Background: an optimization exercise with open tools, aiming at small area, a short achievable clock period and few clock cycles. Do not read the settings as production practice. In this exercise RTL edits were held to simulation tests only and were not proved equivalent to the original. Power is estimated from default activity; no workload was simulated.

===== flow/constraint.sdc =====
create_clock -name core_clock -period 9.0 [get_ports {clk}]
set_input_delay 1.8000 -clock core_clock [delete_from_list [all_inputs] [get_ports {clk}]]
set_output_delay 1.8000 -clock core_clock [all_outputs]
set_load 0.01 [all_outputs]

===== flow/flow/run.sh =====
#!/bin/bash
# Layout: the standard flow (standard.sh) with one change: buffer_ports
# puts a sky130_fd_sc_hd__buf_4 on every input and output port instead of the
# slow delay-cell buffer it picks by default. Every port still gets a buffer.
set -e
export BUFFER_PORTS_ARGS="-buffer_cell sky130_fd_sc_hd__buf_4"
bash standard.sh finish > standard.log 2>&1

===== flow/config.mk =====
export PLATFORM = sky130hd
export DESIGN_NAME = SET
export DESIGN_NICKNAME = SET
export VERILOG_FILES = /design/flow/design.v
export SDC_FILE = /design/flow/constraint.sdc
export NUM_CORES = 4
export LEC_CHECK = 0
export ABC_AREA = 1
export CAP_MARGIN = 20
export CORE_MARGIN = 2
export CORE_UTILIZATION = 60
export SETUP_SLACK_MARGIN = 1.5
export SLEW_MARGIN = 20

===== flow/design.v =====
module SET ( clk , rst, en, central, radius, mode, busy, valid, candidate );
input clk, rst;
input en;
input [23:0] central;
input [11:0] radius;
input [1:0] mode;
output busy;
output reg valid;
output [7:0] candidate;
function [3:0] dist0; input [4:0] i;
  case (i)
    5'd0: dist0 = 4'd1;
    5'd1: dist0 = 4'd5;
    5'd2: dist0 = 4'd0;
    5'd3: dist0 = 4'd4;
    5'd4: dist0 = 4'd1;
    5'd5: dist0 = 4'd3;
    5'd6: dist0 = 4'd2;
    5'd7: dist0 = 4'd2;
    5'd8: dist0 = 4'd3;
    5'd9: dist0 = 4'd1;
    5'd10: dist0 = 4'd4;
    5'd11: dist0 = 4'd0;
    5'd12: dist0 = 4'd5;
    5'd13: dist0 = 4'd1;
    5'd14: dist0 = 4'd6;
    5'd15: dist0 = 4'd2;
    5'd16: dist0 = 4'd7;
    5'd17: dist0 = 4'd3;
    5'd18: dist0 = 4'd8;
    5'd19: dist0 = 4'd4;
    5'd20: dist0 = 4'd9;
    5'd21: dist0 = 4'd5;
    5'd22: dist0 = 4'd10;
    5'd23: dist0 = 4'd6;
    5'd24: dist0 = 4'd11;
    5'd25: dist0 = 4'd7;
    5'd26: dist0 = 4'd12;
    5'd27: dist0 = 4'd8;
    5'd28: dist0 = 4'd13;
    5'd29: dist0 = 4'd9;
    5'd30: dist0 = 4'd14;
    5'd31: dist0 = 4'd10;
    default: dist0 = 4'd0;
  endcase
endfunction
function [3:0] dist1; input [4:0] i;
  case (i)
    5'd0: dist1 = 4'd2;
    5'd1: dist1 = 4'd6;
    5'd2: dist1 = 4'd1;
    5'd3: dist1 = 4'd5;
    5'd4: dist1 = 4'd0;
    5'd5: dist1 = 4'd4;
    5'd6: dist1 = 4'd1;
    5'd7: dist1 = 4'd3;
    5'd8: dist1 = 4'd2;
    5'd9: dist1 = 4'd2;
    5'd10: dist1 = 4'd3;
    5'd11: dist1 = 4'd1;
    5'd12: dist1 = 4'd4;
    5'd13: dist1 = 4'd0;
    5'd14: dist1 = 4'd5;
    5'd15: dist1 = 4'd1;
    5'd16: dist1 = 4'd6;
    5'd17: dist1 = 4'd2;
    5'd18: dist1 = 4'd7;
    5'd19: dist1 = 4'd3;
    5'd20: dist1 = 4'd8;
    5'd21: dist1 = 4'd4;
    5'd22: dist1 = 4'd9;
    5'd23: dist1 = 4'd5;
    5'd24: dist1 = 4'd10;
    5'd25: dist1 = 4'd6;
    5'd26: dist1 = 4'd11;
    5'd27: dist1 = 4'd7;
    5'd28: dist1 = 4'd12;
    5'd29: dist1 = 4'd8;
    5'd30: dist1 = 4'd13;
    5'd31: dist1 = 4'd9;
    default: dist1 = 4'd0;
  endcase
endfunction
function [3:0] dist2; input [4:0] i;
  case (i)
    5'd0: dist2 = 4'd3;
    5'd1: dist2 = 4'd7;
    5'd2: dist2 = 4'd2;
    5'd3: dist2 = 4'd6;
    5'd4: dist2 = 4'd1;
    5'd5: dist2 = 4'd5;
    5'd6: dist2 = 4'd0;
    5'd7: dist2 = 4'd4;
    5'd8: dist2 = 4'd1;
    5'd9: dist2 = 4'd3;
    5'd10: dist2 = 4'd2;
    5'd11: dist2 = 4'd2;
    5'd12: dist2 = 4'd3;
    5'd13: dist2 = 4'd1;
    5'd14: dist2 = 4'd4;
    5'd15: dist2 = 4'd0;
    5'd16: dist2 = 4'd5;
    5'd17: dist2 = 4'd1;
    5'd18: dist2 = 4'd6;
    5'd19: dist2 = 4'd2;
    5'd20: dist2 = 4'd7;
    5'd21: dist2 = 4'd3;
    5'd22: dist2 = 4'd8;
    5'd23: dist2 = 4'd4;
    5'd24: dist2 = 4'd9;
    5'd25: dist2 = 4'd5;
    5'd26: dist2 = 4'd10;
    5'd27: dist2 = 4'd6;
    5'd28: dist2 = 4'd11;
    5'd29: dist2 = 4'd7;
    5'd30: dist2 = 4'd12;
    5'd31: dist2 = 4'd8;
    default: dist2 = 4'd0;
  endcase
endfunction
function [3:0] dist3; input [4:0] i;
  case (i)
    5'd0: dist3 = 4'd4;
    5'd1: dist3 = 4'd8;
    5'd2: dist3 = 4'd3;
    5'd3: dist3 = 4'd7;
    5'd4: dist3 = 4'd2;
    5'd5: dist3 = 4'd6;
    5'd6: dist3 = 4'd1;
    5'd7: dist3 = 4'd5;
    5'd8: dist3 = 4'd0;
    5'd9: dist3 = 4'd4;
    5'd10: dist3 = 4'd1;
    5'd11: dist3 = 4'd3;
    5'd12: dist3 = 4'd2;
    5'd13: dist3 = 4'd2;
    5'd14: dist3 = 4'd3;
    5'd15: dist3 = 4'd1;
    5'd16: dist3 = 4'd4;
    5'd17: dist3 = 4'd0;
    5'd18: dist3 = 4'd5;
    5'd19: dist3 = 4'd1;
    5'd20: dist3 = 4'd6;
    5'd21: dist3 = 4'd2;
    5'd22: dist3 = 4'd7;
    5'd23: dist3 = 4'd3;
    5'd24: dist3 = 4'd8;
    5'd25: dist3 = 4'd4;
    5'd26: dist3 = 4'd9;
    5'd27: dist3 = 4'd5;
    5'd28: dist3 = 4'd10;
    5'd29: dist3 = 4'd6;
    5'd30: dist3 = 4'd11;
    5'd31: dist3 = 4'd7;
    default: dist3 = 4'd0;
  endcase
endfunction
wire [3:0] xa = central[23:20], ya = central[19:16], ra = radius[11:8];
wire [3:0] xb = central[15:12], yb = central[11:8],  rb = radius[7:4];
wire [3:0] xc = central[7:4],   yc = central[3:0],   rc = radius[3:0];
wire bempty = (mode == 2'd0);
wire cempty = (mode == 2'd1);
wire call = ~mode[0];
wire [63:0] ma, mb, mc;
wire [4:0] ga0;
chordm u_cha0 (.i({dist0({ya, 1'b0}), ra}), .o(ga0));
wire [4:0] ha0 = ga0;
rowm u_rma0 (.i({xa, ha0}), .o(ma[7:0]));
wire [4:0] ga1;
chordm u_cha1 (.i({dist1({ya, 1'b0}), ra}), .o(ga1));
wire [4:0] ha1 = ga1;
rowm u_rma1 (.i({xa, ha1}), .o(ma[15:8]));
wire [4:0] ga2;
chordm u_cha2 (.i({dist2({ya, 1'b0}), ra}), .o(ga2));
wire [4:0] ha2 = ga2;
rowm u_rma2 (.i({xa, ha2}), .o(ma[23:16]));
wire [4:0] ga3;
chordm u_cha3 (.i({dist3({ya, 1'b0}), ra}), .o(ga3));
wire [4:0] ha3 = ga3;
rowm u_rma3 (.i({xa, ha3}), .o(ma[31:24]));
wire [4:0] ga4;
chordm u_cha4 (.i({dist0({ya, 1'b1}), ra}), .o(ga4));
wire [4:0] ha4 = ga4;
rowm u_rma4 (.i({xa, ha4}), .o(ma[39:32]));
wire [4:0] ga5;
chordm u_cha5 (.i({dist1({ya, 1'b1}), ra}), .o(ga5));
wire [4:0] ha5 = ga5;
rowm u_rma5 (.i({xa, ha5}), .o(ma[47:40]));
wire [4:0] ga6;
chordm u_cha6 (.i({dist2({ya, 1'b1}), ra}), .o(ga6));
wire [4:0] ha6 = ga6;
rowm u_rma6 (.i({xa, ha6}), .o(ma[55:48]));
wire [4:0] ga7;
chordm u_cha7 (.i({dist3({ya, 1'b1}), ra}), .o(ga7));
wire [4:0] ha7 = ga7;
rowm u_rma7 (.i({xa, ha7}), .o(ma[63:56]));
wire [4:0] gb0;
chordm u_chb0 (.i({dist0({yb, 1'b0}), rb}), .o(gb0));
wire [4:0] hb0 = {gb0[4] & ~bempty, gb0[3:0]};
rowm u_rmb0 (.i({xb, hb0}), .o(mb[7:0]));
wire [4:0] gb1;
chordm u_chb1 (.i({dist1({yb, 1'b0}), rb}), .o(gb1));
wire [4:0] hb1 = {gb1[4] & ~bempty, gb1[3:0]};
rowm u_rmb1 (.i({xb, hb1}), .o(mb[15:8]));
wire [4:0] gb2;
chordm u_chb2 (.i({dist2({yb, 1'b0}), rb}), .o(gb2));
wire [4:0] hb2 = {gb2[4] & ~bempty, gb2[3:0]};
rowm u_rmb2 (.i({xb, hb2}), .o(mb[23:16]));
wire [4:0] gb3;
chordm u_chb3 (.i({dist3({yb, 1'b0}), rb}), .o(gb3));
wire [4:0] hb3 = {gb3[4] & ~bempty, gb3[3:0]};
rowm u_rmb3 (.i({xb, hb3}), .o(mb[31:24]));
wire [4:0] gb4;
chordm u_chb4 (.i({dist0({yb, 1'b1}), rb}), .o(gb4));
wire [4:0] hb4 = {gb4[4] & ~bempty, gb4[3:0]};
rowm u_rmb4 (.i({xb, hb4}), .o(mb[39:32]));
wire [4:0] gb5;
chordm u_chb5 (.i({dist1({yb, 1'b1}), rb}), .o(gb5));
wire [4:0] hb5 = {gb5[4] & ~bempty, gb5[3:0]};
rowm u_rmb5 (.i({xb, hb5}), .o(mb[47:40]));
wire [4:0] gb6;
chordm u_chb6 (.i({dist2({yb, 1'b1}), rb}), .o(gb6));
wire [4:0] hb6 = {gb6[4] & ~bempty, gb6[3:0]};
rowm u_rmb6 (.i({xb, hb6}), .o(mb[55:48]));
wire [4:0] gb7;
chordm u_chb7 (.i({dist3({yb, 1'b1}), rb}), .o(gb7));
wire [4:0] hb7 = {gb7[4] & ~bempty, gb7[3:0]};
rowm u_rmb7 (.i({xb, hb7}), .o(mb[63:56]));
wire [4:0] gc0;
chordm u_chc0 (.i({dist0({yc, 1'b0}), rc}), .o(gc0));
wire [4:0] hc0 = {(gc0[4] & ~cempty) | call, gc0[3:0] | {4{call}}};
rowm u_rmc0 (.i({xc, hc0}), .o(mc[7:0]));
wire [4:0] gc1;
chordm u_chc1 (.i({dist1({yc, 1'b0}), rc}), .o(gc1));
wire [4:0] hc1 = {(gc1[4] & ~cempty) | call, gc1[3:0] | {4{call}}};
rowm u_rmc1 (.i({xc, hc1}), .o(mc[15:8]));
wire [4:0] gc2;
chordm u_chc2 (.i({dist2({yc, 1'b0}), rc}), .o(gc2));
wire [4:0] hc2 = {(gc2[4] & ~cempty) | call, gc2[3:0] | {4{call}}};
rowm u_rmc2 (.i({xc, hc2}), .o(mc[23:16]));
wire [4:0] gc3;
chordm u_chc3 (.i({dist3({yc, 1'b0}), rc}), .o(gc3));
wire [4:0] hc3 = {(gc3[4] & ~cempty) | call, gc3[3:0] | {4{call}}};
rowm u_rmc3 (.i({xc, hc3}), .o(mc[31:24]));
wire [4:0] gc4;
chordm u_chc4 (.i({dist0({yc, 1'b1}), rc}), .o(gc4));
wire [4:0] hc4 = {(gc4[4] & ~cempty) | call, gc4[3:0] | {4{call}}};
rowm u_rmc4 (.i({xc, hc4}), .o(mc[39:32]));
wire [4:0] gc5;
chordm u_chc5 (.i({dist1({yc, 1'b1}), rc}), .o(gc5));
wire [4:0] hc5 = {(gc5[4] & ~cempty) | call, gc5[3:0] | {4{call}}};
rowm u_rmc5 (.i({xc, hc5}), .o(mc[47:40]));
wire [4:0] gc6;
chordm u_chc6 (.i({dist2({yc, 1'b1}), rc}), .o(gc6));
wire [4:0] hc6 = {(gc6[4] & ~cempty) | call, gc6[3:0] | {4{call}}};
rowm u_rmc6 (.i({xc, hc6}), .o(mc[55:48]));
wire [4:0] gc7;
chordm u_chc7 (.i({dist3({yc, 1'b1}), rc}), .o(gc7));
wire [4:0] hc7 = {(gc7[4] & ~cempty) | call, gc7[3:0] | {4{call}}};
rowm u_rmc7 (.i({xc, hc7}), .o(mc[63:56]));
wire [63:0] hit = (ma & mb & ~mc) | (ma & ~mb & mc) | (~ma & mb & mc);
reg [6:0] cs0;
reg [6:0] cs1;
reg [6:0] cs2;
reg [6:0] cs3;
reg [6:0] cs4;
reg [6:0] cs5;
reg [6:0] cs6;
reg [6:0] cs7;
reg [6:0] cs8;
reg [6:0] cs9;
wire pc1;
wire pc2;
assign pc1 = hit[0] ^ hit[10] ^ hit[11];
assign pc2 = (hit[0] & hit[10]) | (hit[0] & hit[11]) | (hit[10] & hit[11]);
wire pc3;
wire pc4;
assign pc3 = hit[12] ^ hit[13] ^ hit[14];
assign pc4 = (hit[12] & hit[13]) | (hit[12] & hit[14]) | (hit[13] & hit[14]);
wire pc5;
wire pc6;
assign pc5 = hit[15] ^ hit[16] ^ hit[17];
assign pc6 = (hit[15] & hit[16]) | (hit[15] & hit[17]) | (hit[16] & hit[17]);
wire pc7;
wire pc8;
assign pc7 = hit[18] ^ hit[19] ^ hit[1];
assign pc8 = (hit[18] & hit[19]) | (hit[18] & hit[1]) | (hit[19] & hit[1]);
wire pc9;
wire pc10;
assign pc9 = hit[20] ^ hit[21] ^ hit[22];
assign pc10 = (hit[20] & hit[21]) | (hit[20] & hit[22]) | (hit[21] & hit[22]);
wire pc11;
wire pc12;
assign pc11 = hit[23] ^ hit[24] ^ hit[25];
assign pc12 = (hit[23] & hit[24]) | (hit[23] & hit[25]) | (hit[24] & hit[25]);
wire pc13;
wire pc14;
assign pc13 = hit[26] ^ hit[27] ^ hit[28];
assign pc14 = (hit[26] & hit[27]) | (hit[26] & hit[28]) | (hit[27] & hit[28]);
wire pc15;
wire pc16;
assign pc15 = hit[29] ^ hit[2] ^ hit[30];
assign pc16 = (hit[29] & hit[2]) | (hit[29] & hit[30]) | (hit[2] & hit[30]);
wire pc17;
wire pc18;
assign pc17 = hit[31] ^ hit[32] ^ hit[33];
assign pc18 = (hit[31] & hit[32]) | (hit[31] & hit[33]) | (hit[32] & hit[33]);
wire pc19;
wire pc20;
assign pc19 = hit[34] ^ hit[35] ^ hit[36];
assign pc20 = (hit[34] & hit[35]) | (hit[34] & hit[36]) | (hit[35] & hit[36]);
wire pc21;
wire pc22;
assign pc21 = hit[37] ^ hit[38] ^ hit[39];
assign pc22 = (hit[37] & hit[38]) | (hit[37] & hit[39]) | (hit[38] & hit[39]);
wire pc23;
wire pc24;
assign pc23 = hit[3] ^ hit[40] ^ hit[41];
assign pc24 = (hit[3] & hit[40]) | (hit[3] & hit[41]) | (hit[40] & hit[41]);
wire pc25;
wire pc26;
assign pc25 = hit[42] ^ hit[43] ^ hit[44];
assign pc26 = (hit[42] & hit[43]) | (hit[42] & hit[44]) | (hit[43] & hit[44]);
wire pc27;
wire pc28;
assign pc27 = hit[45] ^ hit[46] ^ hit[47];
assign pc28 = (hit[45] & hit[46]) | (hit[45] & hit[47]) | (hit[46] & hit[47]);
wire pc29;
wire pc30;
assign pc29 = hit[48] ^ hit[49] ^ hit[4];
assign pc30 = (hit[48] & hit[49]) | (hit[48] & hit[4]) | (hit[49] & hit[4]);
wire pc31;
wire pc32;
assign pc31 = hit[50] ^ hit[51] ^ hit[52];
assign pc32 = (hit[50] & hit[51]) | (hit[50] & hit[52]) | (hit[51] & hit[52]);
wire pc33;
wire pc34;
assign pc33 = hit[53] ^ hit[54] ^ hit[55];
assign pc34 = (hit[53] & hit[54]) | (hit[53] & hit[55]) | (hit[54] & hit[55]);
wire pc35;
wire pc36;
assign pc35 = hit[56] ^ hit[57] ^ hit[58];
assign pc36 = (hit[56] & hit[57]) | (hit[56] & hit[58]) | (hit[57] & hit[58]);
wire pc37;
wire pc38;
assign pc37 = hit[59] ^ hit[5] ^ hit[60];
assign pc38 = (hit[59] & hit[5]) | (hit[59] & hit[60]) | (hit[5] & hit[60]);
wire pc39;
wire pc40;
assign pc39 = hit[61] ^ hit[62] ^ hit[63];
assign pc40 = (hit[61] & hit[62]) | (hit[61] & hit[63]) | (hit[62] & hit[63]);
wire pc41;
wire pc42;
assign pc41 = hit[6] ^ hit[7] ^ hit[8];
assign pc42 = (hit[6] & hit[7]) | (hit[6] & hit[8]) | (hit[7] & hit[8]);
wire pc43;
wire pc44;
assign pc43 = hit[9] ^ pc1 ^ pc11;
assign pc44 = (hit[9] & pc1) | (hit[9] & pc11) | (pc1 & pc11);
wire pc45;
wire pc46;
assign pc45 = pc13 ^ pc15 ^ pc17;
assign pc46 = (pc13 & pc15) | (pc13 & pc17) | (pc15 & pc17);
wire pc47;
wire pc48;
assign pc47 = pc19 ^ pc21 ^ pc23;
assign pc48 = (pc19 & pc21) | (pc19 & pc23) | (pc21 & pc23);
wire pc49;
wire pc50;
assign pc49 = pc25 ^ pc27 ^ pc29;
assign pc50 = (pc25 & pc27) | (pc25 & pc29) | (pc27 & pc29);
wire pc51;
wire pc52;
assign pc51 = pc3 ^ pc31 ^ pc33;
assign pc52 = (pc3 & pc31) | (pc3 & pc33) | (pc31 & pc33);
wire pc53;
wire pc54;
assign pc53 = pc35 ^ pc37 ^ pc39;
assign pc54 = (pc35 & pc37) | (pc35 & pc39) | (pc37 & pc39);
wire pc55;
wire pc56;
assign pc55 = pc10 ^ pc12 ^ pc14;
assign pc56 = (pc10 & pc12) | (pc10 & pc14) | (pc12 & pc14);
wire pc57;
wire pc58;
assign pc57 = pc16 ^ pc18 ^ pc2;
assign pc58 = (pc16 & pc18) | (pc16 & pc2) | (pc18 & pc2);
wire pc59;
wire pc60;
assign pc59 = pc20 ^ pc22 ^ pc24;
assign pc60 = (pc20 & pc22) | (pc20 & pc24) | (pc22 & pc24);
wire pc61;
wire pc62;
assign pc61 = pc26 ^ pc28 ^ pc30;
assign pc62 = (pc26 & pc28) | (pc26 & pc30) | (pc28 & pc30);
wire pc63;
wire pc64;
assign pc63 = pc32 ^ pc34 ^ pc36;
assign pc64 = (pc32 & pc34) | (pc32 & pc36) | (pc34 & pc36);
wire pc65;
wire pc66;
assign pc65 = pc38 ^ pc4 ^ pc40;
assign pc66 = (pc38 & pc4) | (pc38 & pc40) | (pc4 & pc40);
wire pc67;
wire pc68;
assign pc67 = pc42 ^ pc6 ^ pc8;
assign pc68 = (pc42 & pc6) | (pc42 & pc8) | (pc6 & pc8);
wire pc69;
wire pc70;
assign pc69 = pc44 ^ pc46 ^ pc48;
assign pc70 = (pc44 & pc46) | (pc44 & pc48) | (pc46 & pc48);
wire pc71;
wire pc72;
assign pc71 = pc50 ^ pc52 ^ pc54;
assign pc72 = (pc50 & pc52) | (pc50 & pc54) | (pc52 & pc54);
always @(posedge clk) begin
  cs0 <= {1'b0,1'b0,1'b0,1'b0,pc56,pc55,pc41};
  cs1 <= {1'b0,1'b0,1'b0,1'b0,pc58,pc57,pc5};
  cs2 <= {1'b0,1'b0,1'b0,1'b0,pc60,pc59,pc7};
  cs3 <= {1'b0,1'b0,1'b0,1'b0,pc62,pc61,pc9};
  cs4 <= {1'b0,1'b0,1'b0,1'b0,pc64,pc63,pc43};
  cs5 <= {1'b0,1'b0,1'b0,1'b0,pc66,pc65,pc45};
  cs6 <= {1'b0,1'b0,1'b0,1'b0,pc68,pc67,pc47};
  cs7 <= {1'b0,1'b0,1'b0,1'b0,pc70,pc69,pc49};
  cs8 <= {1'b0,1'b0,1'b0,1'b0,pc72,pc71,pc51};
  cs9 <= {1'b0,1'b0,1'b0,1'b0,1'b0,1'b0,pc53};
end
assign candidate = {1'b0, cs0 + cs1 + cs2 + cs3 + cs4 + cs5 + cs6 + cs7 + cs8 + cs9};
always @(posedge clk or posedge rst)
  if (rst) valid <= 1'b0;
  else valid <= en;
assign busy = valid;
endmodule
module chordm(i, o);
  input [7:0] i;
  wire [7:0] i;
  output [4:0] o;
  wire [4:0] o;
  wire _000_;
  wire _001_;
  wire _002_;
  wire _003_;
  wire _004_;
  wire _005_;
  wire _006_;
  wire _007_;
  wire _008_;
  wire _009_;
  wire _010_;
  wire _011_;
  wire _012_;
  wire _013_;
  wire _014_;
  wire _015_;
  wire _016_;
  wire _017_;
  wire _018_;
  wire _019_;
  wire _020_;
  wire _021_;
  wire _022_;
  wire _023_;
  wire _024_;
  wire _025_;
  wire _026_;
  wire _027_;
  wire _028_;
  wire _029_;
  wire _030_;
  wire _031_;
  wire _032_;
  wire _033_;
  wire _034_;
  wire _035_;
  wire _036_;
  wire _037_;
  wire _038_;
  wire _039_;
  wire _040_;
  wire _041_;
  wire _042_;
  wire _043_;
  wire _044_;
  wire _045_;
  wire _046_;
  wire _047_;
  wire _048_;
  wire _049_;
  wire _050_;
  wire _051_;
  wire _052_;
  wire _053_;
  wire _054_;
  wire _055_;
  wire _056_;
  wire _057_;
  wire _058_;
  wire _059_;
  wire _060_;
  wire _061_;
  wire _062_;
  wire _063_;
  wire _064_;
  wire _065_;
  wire _066_;
  wire _067_;
  wire _068_;
  wire _069_;
  wire _070_;
  wire _071_;
  wire _072_;
  wire _073_;
  wire _074_;
  wire _075_;
  wire _076_;
  wire _077_;
  wire _078_;
  wire _079_;
  wire _080_;
  wire _081_;
  wire _082_;
  wire _083_;
  wire _084_;
  wire _085_;
  wire _086_;
  wire _087_;
  wire _088_;
  wire _089_;
  assign _007_ = ~i[2];
  assign _008_ = ~i[6];
  assign _009_ = i[0] & ~(i[4]);
  assign _010_ = i[5] & ~(i[1]);
  assign _011_ = i[1] | ~(i[4]);
  assign _012_ = _011_ & ~(_010_);
  assign _013_ = ~((_012_ | _009_) & _008_);
  assign _014_ = i[4] | ~(i[1]);
  assign _015_ = i[5] | ~(i[0]);
  assign _016_ = ~((_014_ & i[6]) | _015_);
  assign _017_ = i[7] & ~(_016_);
  assign _018_ = ~((_017_ & _013_) | _007_);
  assign _019_ = ~(_018_ & i[0]);
  assign _020_ = i[5] | ~(i[1]);
  assign _021_ = ~(_020_ & _012_);
  assign _022_ = _021_ & ~(_019_);
  assign _023_ = ~((_018_ & i[0]) | _021_);
  assign _024_ = ~((_020_ & i[6]) | _007_);
  assign _025_ = i[4] | ~(i[0]);
  assign _026_ = ~(_020_ & _025_);
  assign _027_ = i[6] & ~(i[2]);
  assign _028_ = ~(_027_ | _010_);
  assign _029_ = ~((_028_ & _026_) | _024_);
  assign _030_ = ~(i[7] & i[3]);
  assign _031_ = ~(_030_ | _029_);
  assign _032_ = i[0] | ~(i[4]);
  assign _033_ = ~(_011_ | i[5]);
  assign _034_ = _033_ | _032_;
  assign _035_ = ~((_034_ | _018_) & _031_);
  assign _036_ = _035_ | _023_;
  assign _037_ = i[6] & ~(_009_);
  assign _038_ = ~((_037_ & _032_) | _029_);
  assign _039_ = ~(_038_ | i[3]);
  assign _040_ = i[4] & ~(i[2]);
  assign _041_ = i[0] | ~(i[5]);
  assign _042_ = _040_ & ~(_041_);
  assign _043_ = _042_ | _008_;
  assign _044_ = i[1] | ~(i[5]);
  assign _045_ = _025_ & ~(_044_);
  assign _046_ = i[4] & ~(i[0]);
  assign _047_ = ~((_046_ | _007_) & _045_);
  assign _048_ = _040_ | _015_;
  assign _049_ = ~(i[3] & i[1]);
  assign _050_ = ~(i[3] ^ i[1]);
  assign _051_ = _048_ ? _049_ : _050_;
  assign _052_ = ~((_051_ & _047_) | _043_);
  assign _053_ = ~(_041_ & _032_);
  assign _054_ = _053_ | i[6];
  assign _055_ = ~i[7];
  assign _056_ = i[6] | ~(i[1]);
  assign _057_ = ~((_041_ & _032_) | _056_);
  assign _058_ = _055_ & ~(_057_);
  assign _059_ = ~((_054_ | i[1]) & _058_);
  assign _060_ = _059_ | _052_;
  assign _061_ = _060_ | _039_;
  assign o[1] = ~((_036_ | _022_) & _061_);
  assign _062_ = _014_ & ~(i[0]);
  assign _063_ = ~((_062_ & o[1]) | i[7]);
  assign _064_ = i[6] & ~(_012_);
  assign _065_ = ~_064_;
  assign _066_ = ~((_065_ & _063_) | _018_);
  assign o[3] = i[3] & ~(_066_);
  assign _067_ = _056_ | _015_;
  assign _068_ = _067_ & ~(_066_);
  assign _069_ = _031_ & ~(_068_);
  assign _070_ = ~((_027_ | _044_) & i[3]);
  assign _071_ = _070_ & ~(_024_);
  assign _072_ = ~((_044_ & _007_) | _071_);
  assign _073_ = ~_072_;
  assign _074_ = ~(_073_ & o[1]);
  assign _075_ = _066_ & ~(_074_);
  assign _076_ = _063_ & ~(_073_);
  assign _077_ = _076_ | _075_;
  assign o[2] = _077_ | _069_;
  assign _078_ = _025_ | i[5];
  assign _079_ = _078_ & ~(_054_);
  assign _080_ = i[4] & ~(i[3]);
  assign _081_ = ~((_080_ & _010_) | _079_);
  assign _082_ = ~((_075_ | _055_) & _081_);
  assign _083_ = _014_ | _007_;
  assign _084_ = _015_ & ~(_083_);
  assign _085_ = _033_ | i[6];
  assign _086_ = ~((_085_ | _084_) & _031_);
  assign _087_ = ~(_015_ & _014_);
  assign _088_ = i[2] ? _011_ : _087_;
  assign _089_ = i[3] & ~(i[7]);
  assign _000_ = _089_ & ~(_048_);
  assign _001_ = _041_ & ~(_000_);
  assign _002_ = _043_ | ~(_047_);
  assign _003_ = ~((_001_ & _088_) | _002_);
  assign _004_ = _003_ | _039_;
  assign o[0] = ~((_086_ & _082_) | _004_);
  assign _005_ = i[7] & ~(i[3]);
  assign _006_ = ~((_032_ & _028_) | _089_);
  assign o[4] = ~((_006_ & _029_) | _005_);
endmodule
module rowm(i, o);
  input [8:0] i;
  wire [8:0] i;
  output [7:0] o;
  wire [7:0] o;
  wire _000_;
  wire _001_;
  wire _002_;
  wire _003_;
  wire _004_;
  wire _005_;
  wire _006_;
  wire _007_;
  wire _008_;
  wire _009_;
  wire _010_;
  wire _011_;
  wire _012_;
  wire _013_;
  wire _014_;
  wire _015_;
  wire _016_;
  wire _017_;
  wire _018_;
  wire _019_;
  wire _020_;
  wire _021_;
  wire _022_;
  wire _023_;
  wire _024_;
  wire _025_;
  wire _026_;
  wire _027_;
  wire _028_;
  wire _029_;
  wire _030_;
  wire _031_;
  wire _032_;
  wire _033_;
  wire _034_;
  wire _035_;
  wire _036_;
  wire _037_;
  wire _038_;
  wire _039_;
  wire _040_;
  wire _041_;
  wire _042_;
  wire _043_;
  wire _044_;
  wire _045_;
  wire _046_;
  wire _047_;
  wire _048_;
  wire _049_;
  wire _050_;
  wire _051_;
  wire _052_;
  wire _053_;
  wire _054_;
  wire _055_;
  wire _056_;
  wire _057_;
  wire _058_;
  wire _059_;
  wire _060_;
  wire _061_;
  wire _062_;
  wire _063_;
  wire _064_;
  wire _065_;
  wire _066_;
  wire _067_;
  wire _068_;
  wire _069_;
  wire _070_;
  wire _071_;
  wire _072_;
  wire _073_;
  assign _000_ = ~(i[2] | i[3]);
  assign _001_ = ~_000_;
  assign _002_ = ~(i[6] | i[1]);
  assign _003_ = ~_002_;
  assign _004_ = ~(i[5] | i[0]);
  assign _005_ = i[6] & i[1];
  assign _006_ = _004_ & ~(_005_);
  assign _007_ = ~_006_;
  assign _008_ = ~((_007_ & _003_) | _001_);
  assign _009_ = i[8] & ~(i[3]);
  assign _010_ = ~_009_;
  assign _011_ = i[1] & ~(i[6]);
  assign _012_ = ~((_011_ & i[2]) | _010_);
  assign _013_ = i[4] & ~(_012_);
  assign _014_ = i[0] & ~(i[5]);
  assign _015_ = ~i[2];
  assign _016_ = i[6] & ~(i[1]);
  assign _017_ = i[5] & ~(i[0]);
  assign _018_ = ~(_017_ | _016_);
  assign _019_ = ~(_018_ | _011_);
  assign _020_ = i[4] & ~(_019_);
  assign _021_ = _020_ & ~(_015_);
  assign _022_ = ~((_021_ & _014_) | _013_);
  assign _023_ = ~(_022_ | _008_);
  assign _024_ = ~_023_;
  assign _025_ = _015_ & ~(_011_);
  assign _026_ = _025_ & ~(_014_);
  assign _027_ = _019_ & ~(_001_);
  assign _028_ = i[7] | ~(i[4]);
  assign _029_ = _028_ | _027_;
  assign _030_ = _029_ | _026_;
  assign _031_ = i[7] | i[3];
  assign _032_ = _031_ | i[8];
  assign _033_ = i[2] & ~(_002_);
  assign _034_ = ~((_033_ & _007_) | _032_);
  assign o[6] = ~((_030_ & _024_) | _034_);
  assign _035_ = ~_017_;
  assign _036_ = ~((_016_ & _015_) | _009_);
  assign _037_ = i[3] & ~(i[8]);
  assign _038_ = _037_ | _036_;
  assign _039_ = ~(_038_ | _035_);
  assign _040_ = _039_ | _012_;
  assign _041_ = ~i[3];
  assign _042_ = i[2] & ~(_016_);
  assign _043_ = ~_042_;
  assign _044_ = ~((_043_ & _017_) | _025_);
  assign _045_ = _041_ & ~(_044_);
  assign _046_ = ~((_045_ | i[7]) & _040_);
  assign _047_ = i[5] & i[0];
  assign _048_ = _047_ | _005_;
  assign _049_ = _048_ | _001_;
  assign _050_ = ~((_049_ | _003_) & i[4]);
  assign _051_ = _033_ | _032_;
  assign _052_ = _015_ & ~(_005_);
  assign _053_ = _047_ & ~(_052_);
  assign _054_ = ~(_053_ | _051_);
  assign _055_ = _054_ | _050_;
  assign o[5] = _046_ & ~(_055_);
  assign _056_ = ~(_033_ | _031_);
  assign _057_ = ~((_052_ | _004_) & _056_);
  assign _058_ = ~((_038_ | _014_) & _013_);
  assign _059_ = ~((_045_ & _006_) | _058_);
  assign _060_ = _014_ & ~(_025_);
  assign _061_ = _043_ & ~(_060_);
  assign _062_ = ~((_061_ & _041_) | _029_);
  assign o[4] = _059_ ? _057_ : _062_;
  assign _063_ = ~((_023_ | _021_) & _049_);
  assign _064_ = ~(_020_ & i[7]);
  assign _065_ = _036_ & ~(_026_);
  assign _066_ = i[7] & ~(_037_);
  assign _067_ = _066_ & ~(_065_);
  assign _068_ = _038_ & _020_;
  assign _069_ = _067_ & ~(_068_);
  assign o[3] = ~((_064_ & _063_) | _069_);
  assign o[2] = ~((_064_ & _024_) | _067_);
  assign _070_ = ~(_044_ & _010_);
  assign _071_ = ~((_070_ & _066_) | _040_);
  assign o[1] = _071_ & ~(_050_);
  assign _072_ = ~((_061_ | _009_) & _066_);
  assign o[0] = _072_ & _059_;
  assign _073_ = ~((_048_ & _033_) | _032_);
  assign o[7] = ~((_063_ & _029_) | _073_);
endmodule

===== flow/standard.sh =====
#!/bin/bash
# synth_recipe.tcl (not shown) runs the flow's synth.tcl, then flattens the netlist and writes it again
# the make line also repeats each setting of config.mk as NAME=value (left out here)
make -C /OpenROAD-flow-scripts/flow DESIGN_CONFIG=/design/flow/config.mk WORK_HOME=/design/flow/orfs CLKGATE_MAP_FILE= SYNTH_SCRIPT=/design/flow/synth_recipe.tcl "${@:-finish}"

==> qor.yml <==
sta:
  slew_viol_final: 0
  finalWorstSetupSlack_ns: 1.78
  timing_worst_slew_pin_value_ns: 1.17
  post-route-period-util_pct: 80.3
  finalSetupViolations: 0
  max-slew-margin-rel_pct: 21.3
  finalWorstPathRequiredPeriod_ns: 7.22
  hold_viol_final: 0
  grt_setup_unrepaired: "no"
  achievable-frequency_ghz: 0.138
  setup_tns_ns: 0
clock_tree:
  cts_sinks: 29
  cts_max_path_buffers: 2
  tritoncts: "yes"
  cts.htree.levels: 2
  cts_inserted_buffers: 5
  root_buffer: "sky130_fd_sc_hd__clkbuf_16"
  clk_pin_slew_ns: 0.05
floorplan:
  die-area_um2: 41600
  floorplan.rows: 73
  num_io_pins: 51
  die_width_um: 204
  floorplan.initialDensity_pct: 60.6
  chipHeight_um: 204
  fp.coreArea_um2: 39500
critical_path:
  worstSetupStartpoint: "radius[1]"
  critical-path-top-cell-by-count: "sky130_fd_sc_hd__nand2_1"
  timing.critical_path.from_type: "input pin"
  critPathCaptureType: "register"
  crit_path_max_incr_delay_ns: 0.66
  worst-path-max-fanout: 28
  cp_data_arrival_time_ns: 7.38
  cp_slowest_cell: "sky130_fd_sc_hd__fa_1"
  timing.critical_path.required_ns: 9.15
  timing_worst_setup_path_type: "in -> reg"
logic_synthesis:
  synth_area_per_cell_um2: 4.67
  synth-edff-count: 0
  syn_std_cell_area_um2: 24000
  post_synth_inst_count: 5134
  synth_seq_cells: 29
  postSynthNetCount: 5241
  ys_types: 70
  synth-async-reset-ratio_pct: 3.45
  synth-main-ff-cell: "sky130_fd_sc_hd__dfxtp_1"
  yosysSeqAreaShare_pct: 2.44
  ys.warnings.count: 1
worst_hold_path:
  holdCritPathClass: "in -> async"
cells_and_area:
  fin_area_um2: 24600
  drive_above_1_share_pct: 5.64
  layout-area-overhead-vs-synth_pct: 2.79
  final_util_pct: 62.3
  nNetsFinal: 5179
  fill_cells: 4378
  diodes: 0
  most-common-layout-cells: "1762 x sky130_fd_sc_hd__nand2_1, 741 x sky130_fd_sc_hd__inv_1, 675 x sky130_fd_sc_hd__nor2_1, 410 x sky130_fd_sc_hd__nand3_1, 315 x sky130_fd_sc_hd__a21oi_1"
  instances_no_fill: 5598
  final_common_cell: "sky130_fd_sc_hd__nand2_1"
global_routing:
  number_of_antenna_violations_at_the_first_check_in_global_routing: 0
  groute.usage.overall_pct: 45.6
  grt_max_degree: 49
  grt_pass1_vias: 29800
  grt_first_pass_wirelength_um: 154000
  grt.overflow.total: 0
power:
  vdd_drop_max_v: 0.000664
  powerDensity_nw_per_um2: 201
  static-leakage-power_nw: 13.9
detailed_routing:
  drc_errors: 0
  detail_route.wirelength_um: 97200
  post_drt_wl_per_cell_um: 17.4
  route.detailed.vias_per_inst: 6.00
  drt-initial-drc-count: 4630
  dr_total_vias: 33600
  antenna_violating_nets_post_route: 0
  dr.pass1.iters: 9
placed_design:
  gpl.final_weighted_congestion: 1.09
  port_buffers: 49
  placement.cell_area_um2: 24500
  hpwl_um: 78400
  placed_cells: 5590
  pre_cts_slack_ns: 1.78
status:
  status: "no timing/DRC/antenna violations"
job:
  cap_violations: 0
Yosys cell counts (11+ instances only):
library cell	count	area, um2
sky130_fd_sc_hd__o211ai_1	24	180
sky130_fd_sc_hd__clkbuf_1	61	229
sky130_fd_sc_hd__a21boi_1	14	105
sky130_fd_sc_hd__nand4_1	62	388
sky130_fd_sc_hd__nand3_1	410	2050
sky130_fd_sc_hd__o21ai_0	282	1410
sky130_fd_sc_hd__o21ai_1	115	576
sky130_fd_sc_hd__nand2_1	1762	6610
sky130_fd_sc_hd__o31ai_1	26	195
sky130_fd_sc_hd__a31oi_1	34	213
sky130_fd_sc_hd__and2_1	13	81.3
sky130_fd_sc_hd__nor2_1	675	2530
sky130_fd_sc_hd__nand2_2	55	344
sky130_fd_sc_hd__buf_1	26	97.6
sky130_fd_sc_hd__buf_2	27	135
sky130_fd_sc_hd__fa_1	56	1120
sky130_fd_sc_hd__a21oi_2	14	123
sky130_fd_sc_hd__dfxtp_1	28	561
sky130_fd_sc_hd__o21a_1	22	165
sky130_fd_sc_hd__nor2_2	29	181
sky130_fd_sc_hd__o21bai_1	12	90.1
sky130_fd_sc_hd__inv_2	78	293
sky130_fd_sc_hd__a21oi_1	315	1580
sky130_fd_sc_hd__clkinv_1	11	41.3
sky130_fd_sc_hd__o21ai_2	13	114
sky130_fd_sc_hd__a21boi_0	11	82.6
sky130_fd_sc_hd__inv_1	741	2780
sky130_fd_sc_hd__nor3_1	48	240
sky130_fd_sc_hd__o22ai_1	17	106
metal layers:
| metal | routed length, um | track usage [%] | share of wire (%) | vias up |
|---|---|---|---|---|
| met2 | 40000 | 71.0 | 41 | 2245 |
| met5 | 0 | 0 | 0 | - |
| li1 | - | - | - | 16300 |
| met4 | 5880 | 22.4 | 6.1 | 0 |
| met1 | 38600 | 60.2 | 40 | 14600 |
| met3 | 12700 | 8.75 | 13 | 430 |
registers in the layout (all words and copies together), names as in the netlist:
| register | cells |
|---|---|
| cs0 | 3 |
| cs1 | 3 |
| cs2 | 3 |
| cs3 | 3 |
| cs4 | 3 |
| cs5 | 3 |
| cs6 | 3 |
| cs7 | 3 |
| cs8 | 3 |
| cs9 | 1 |
| valid | 1 |
power by group:
part           total [mW]  switching [mW]  internal (mW)
registers           0.256          0.0436          0.213
logic                4.55            2.83           1.72
clock network       0.160          0.0592          0.101
repair_timing:
action                     in CTS  in global routing
setup buffers                   0                  0
resized for setup               0                  1
setup endpoints to repair       0                  1
hold buffers                    0                  0
cell type report:
| cell class | instances | area, um2 | area share (%) |
|---|---|---|---|
| well taps | 525 | 657 | 2.67 |
| inverters | 834 | 3140 | 12.7 |
| clock buffers | 5 | 125 | 0.508 |
| flip-flops and latches | 29 | 586 | 2.38 |
| clock inverters | 3 | 17.5 | 0.0711 |
| multi-input cells | 4145 | 19700 | 79.9 |
| repair buffers | 57 | 428 | 1.74 |
per-stage QoR:
stage               hold WS [ns]  power, mW
floorplan                   1.53       3.16
global placement            1.64       4.66
detailed placement          1.64       4.72
CTS                         1.35       4.89
global route                1.36       5.51
finish                      1.36       4.96
cell families after synthesis:
group | after synthesis | share of synthesized area (%)
buf+inv | 960 | 15.4
compound gates | 956 | 22.7
mux | 6 | 0.256
xor+xnor | 5 | 0.183
fa+ha+maj | 69 | 5.33
other cells | 1 | 0.0156
flops | 29 | 2.44
simple gates | 3108 | 53.7
worst max path at each step:
stage                  end  slack [ns]  depth (start not counted)
global placement    cs8[1]        1.85                         27
floorplan           cs7[1]        3.06                         39
finish              cs6[1]        1.78                         25
CTS                 cs8[1]        2.02                         30
detailed placement  cs8[1]        1.78                         30
global route        cs8[1]        1.51                         32
worst max-delay path, delay by kind of cell:
kind | cells | cell delay [ns]
buf+inv | 4 | 0.97
fa+ha+maj | 2 | 1.15
compound gates | 6 | 1.72
simple gates | 13 | 1.71
Testbench counts, summed over its fixed seeds: cycles 328.

## port drivers added, routing unchanged
The results above use ideal ports. As a check the final layout listed here was re-extracted and re-timed, cells and wires unchanged.
Step 1, drivers: a clkbuf_16 drives clk and a buf_2 each remaining input, both assumed.
Step 2 times the ports against the registers' clock, not the clock port: input delays grow and output delays shrink by t, the midpoint of the rising clock arrivals with the driver on.
a / b / c = ideal / step 1 / step 2; a / b = the first two.
t (ns): 0.306
slack for setup (ns): 1.776 / 1.781 / 1.475
worst hold slack (ns): 1.355 / 1.343 / 1.649
slew at the worst register clock pin (ns): 0.05 / 0.05
cell pins on the clock port's net: 1
After both steps setup and hold are still met in this run. For this run, drivers alone change the setup slack by +0.005 ns; drivers and shift together by -0.301 ns.
